Context: an optimization exercise on an open-source flow, tuned for small area. The choices shown serve that exercise and are no tape-out recipe.
The RTL was checked by simulation tests, not by an equivalence proof against the original design.
Power and IR drop assume default switching activity.

==> module mp_chan, before the edit <==
module mp_chan(
    input        clk,
    input        rst,
    input        en,
    input        qa, qb,
    input  [6:0] spd,         
    input        click1,
    input        click2,
    input        hz,          
    input        pstep,
    input  [6:0] ptmp_next,
    output [7:0] enc,
    output       pwm_out
    );
reg [2:0] qs;
reg [7:0] cnt, tot_n;    
always @(posedge clk) begin
    if (rst) qs <= 3'd0;
    else qs <= {qs[1:0], qa ^ qb};
end
wire cen = qs[1] ^ qs[2];
always @(posedge clk) begin
    if (rst || !en || click2) cnt <= 8'd0;
    else if (cen) cnt <= cnt + 1'b1;
end
always @(posedge clk) begin
    if (rst || !en) tot_n <= 8'hff;
    else if (click1) tot_n <= ~cnt;
end
assign enc = ~tot_n;
reg  [7:0]  err;        
reg  [7:0]  ep;         
reg  [13:0] po;         
reg  [13:0] pm;         
wire [7:0] err_n;
mp_rca #(8) u_err (.a({1'b0, spd}), .b(tot_n), .ci(1'b1), .s(err_n));
always @(posedge clk) err <= err_n;
wire [7:0]  p_m = ep;
wire [13:0] o_m = hz ? 14'd0 : po;
wire [8:0]  t1;
wire [9:0]  t2;
mp_rca #(9)  u_t1 (.a({err[7], err}), .b(~{p_m[7], p_m}), .ci(1'b1), .s(t1));
mp_rca #(10) u_t2 (.a({{2{err[7]}}, err}), .b({p_m[7], p_m, 1'b0}), .ci(1'b0), .s(t2));
wire [14:0] cx = {o_m[13], o_m};
wire [14:0] cy = {{2{t1[8]}}, t1, 4'b0};
wire [14:0] cz = {{5{t2[9]}}, t2};
wire [14:0] cs = cx ^ cy ^ cz;
wire [14:0] cc = (cx & cy) | (cz & (cx ^ cy));
wire [14:0] sum;
mp_rca #(15) u_sum (.a(cs), .b({cc[13:0], 1'b0}), .ci(1'b0), .s(sum));
wire [13:0] sat  = (sum[14] != sum[13]) ? {sum[14], {13{~sum[14]}}} : sum[13:0];
always @(posedge clk) begin
    if (rst) begin
        po <= 14'd0;
        pm <= 14'd0;
    end else if (en && click1) begin
        po <= pm;
        pm <= sat;
    end
end
always @(posedge clk) begin
    if (rst || !en) ep <= 8'd0;
    else if (click1) ep <= err;
end
wire [6:0] duty = po[13] ? 7'd0 : (|po[12:7]) ? 7'd127 : po[6:0];
reg k;
always @(posedge clk) begin
    if (rst) k <= 1'b0;
    else if (pstep) k <= (ptmp_next < duty);
end
assign pwm_out = k;
endmodule
==> flow/config.mk <==
export PLATFORM = sky130hd
export DESIGN_NAME = motorpackage
export DESIGN_NICKNAME = motorpackage
export VERILOG_FILES = /design/flow/design.v
export SDC_FILE = /design/flow/constraint.sdc
export NUM_CORES = 4
export LEC_CHECK = 0
export ABC_AREA = 1
export CAP_MARGIN = 20
export CORE_MARGIN = 2
export CORE_UTILIZATION = 40
export CTS_BUF_LIST = sky130_fd_sc_hd__clkbuf_16
export CTS_CLUSTER_DIAMETER = 80
export CTS_CLUSTER_SIZE = 25
export GPL_TIMING_DRIVEN = 1
export SLEW_MARGIN = 20
==> flow/constraint.sdc <==
create_clock -name core_clock -period 10.0 [get_ports {inc}]
set_input_delay 2.0000 -clock core_clock [delete_from_list [all_inputs] [get_ports {inc}]]
set_output_delay 2.0000 -clock core_clock [all_outputs]
set_load 0.01 [all_outputs]
standard.sh (not shown) runs the stock make flow with config.mk's settings and CLKGATE_MAP_FILE= SYNTH_SCRIPT=/design/flow/synth_recipe.tcl, a recipe that flattens the netlist after the stock synthesis.
==> flow/flow/run.sh <==
#!/bin/bash
# Layout flow: the standard synthesis, then the combinational logic of
# its netlist re-mapped for area (flow/remap.sh: registers, adder cells and
# names kept), then the standard layout steps with two options changed:
#  - the port buffers inserted at placement are the smallest buffer
#    (every input and output port still gets its own buffer);
#  - clock tree synthesis adds no dummy loads.
# Logs: standard_synth.log and standard.log (make), remap.log (yosys),
# and each ORFS step's own log under orfs/logs.
set -euo pipefail
HERE=$(pwd)
R=$HERE/orfs/results/sky130hd/motorpackage/base
LIB=$FLOW_HOME/platforms/sky130hd/lib/sky130_fd_sc_hd__tt_025C_1v80.lib
YOSYS=$FLOW_HOME/../tools/install/yosys/bin/yosys
[ -x "$YOSYS" ] || YOSYS=$(command -v yosys)

export BUFFER_PORTS_ARGS="-buffer_cell sky130_fd_sc_hd__buf_1"
export CTS_ARGS="-sink_clustering_enable -repair_clock_nets -sink_clustering_size 25 -sink_clustering_max_diameter 80 -buf_list sky130_fd_sc_hd__clkbuf_16 -dont_use_dummy_load"

bash standard.sh synth > standard_synth.log 2>&1
cp "$R/1_2_yosys.v" "$HERE/1_2_yosys_standard.v"
bash flow/remap.sh "$HERE/1_2_yosys_standard.v" "$R/1_2_yosys.v" "$LIB" "$YOSYS" "$HERE/remap.log"
rm -f "$R/1_synth.odb" "$R/1_synth.sdc"
bash standard.sh > standard.log 2>&1
Other scripts of this flow, unchanged in this note and not shown: flow/flow/remap.sh
==> next run, changes <==
--- a/flow/design.v
+++ b/flow/design.v
@@ -202,7 +202,7 @@
     output       pwm_out
     );
 reg [2:0] qs;
-reg [7:0] cnt, tot_n;    
+reg [7:0] cnt, tot;
 always @(posedge clk) begin
     if (rst) qs <= 3'd0;
     else qs <= {qs[1:0], qa ^ qb};
@@ -213,16 +213,16 @@
     else if (cen) cnt <= cnt + 1'b1;
 end
 always @(posedge clk) begin
-    if (rst || !en) tot_n <= 8'hff;
-    else if (click1) tot_n <= ~cnt;
-end
-assign enc = ~tot_n;
+    if (rst || !en) tot <= 8'd0;
+    else if (click1) tot <= cnt;
+end
+assign enc = tot;
 reg  [7:0]  err;        
 reg  [7:0]  ep;         
 reg  [13:0] po;         
 reg  [13:0] pm;         
 wire [7:0] err_n;
-mp_rca #(8) u_err (.a({1'b0, spd}), .b(tot_n), .ci(1'b1), .s(err_n));
+mp_rca #(8) u_err (.a({1'b0, spd}), .b(~tot), .ci(1'b1), .s(err_n));
 always @(posedge clk) err <= err_n;
 wire [7:0]  p_m = ep;
 wire [13:0] o_m = hz ? 14'd0 : po;
- The changed run went through all stages and came out clean
- non-clock buffer count climbs by 2
- total power is higher by 0.45%
- setup slack gets better by 0.062 ns
- wire length rises by about 0.36%
- clock-buffer cell count is unchanged
- combinational power came out higher by about 9%
- sequential cell count does not change
- area after synthesis came out higher by about 0.8%
- maximum frequency increases by 0.80%
- register-to-register slack gets better by 0.06 ns
- global-route usage falls by 0.37 points
- clock power rose by about 0.5%
- worst hold slack degrades by 0.0050 ns

==> what the ideal ports hide <==
No port has a modelled driver above. Below, the same layouts with a new extraction and two added sets of constraints.
Step 1 sets driving cells, clkbuf_16 on the clock port and buf_2 on the other inputs (assumed; they add their load-dependent delay and slew).
Step 2 adds t to the input delays and takes it off the output delays; t is the mean of the earliest and latest rising clock arrival at the registers after step 1. Input paths then give back, and output paths get back, about the clock's delay inside the block.
a / b / c = ideal / step 1 / step 2; a / b = the first two.
run	shift t [ns]	slack for setup (ns)	clock arrival spread, ns	worst data-port slew with drivers (ns)	cell pins on the clock port's net
the first run	0.584	2.138 / 2.138 / 2.138	0.056 / 0.056	0.04	1
the second run	0.589	2.200 / 2.200 / 2.200	0.042 / 0.042	0.05	1
After both steps every run listed still meets setup and hold.
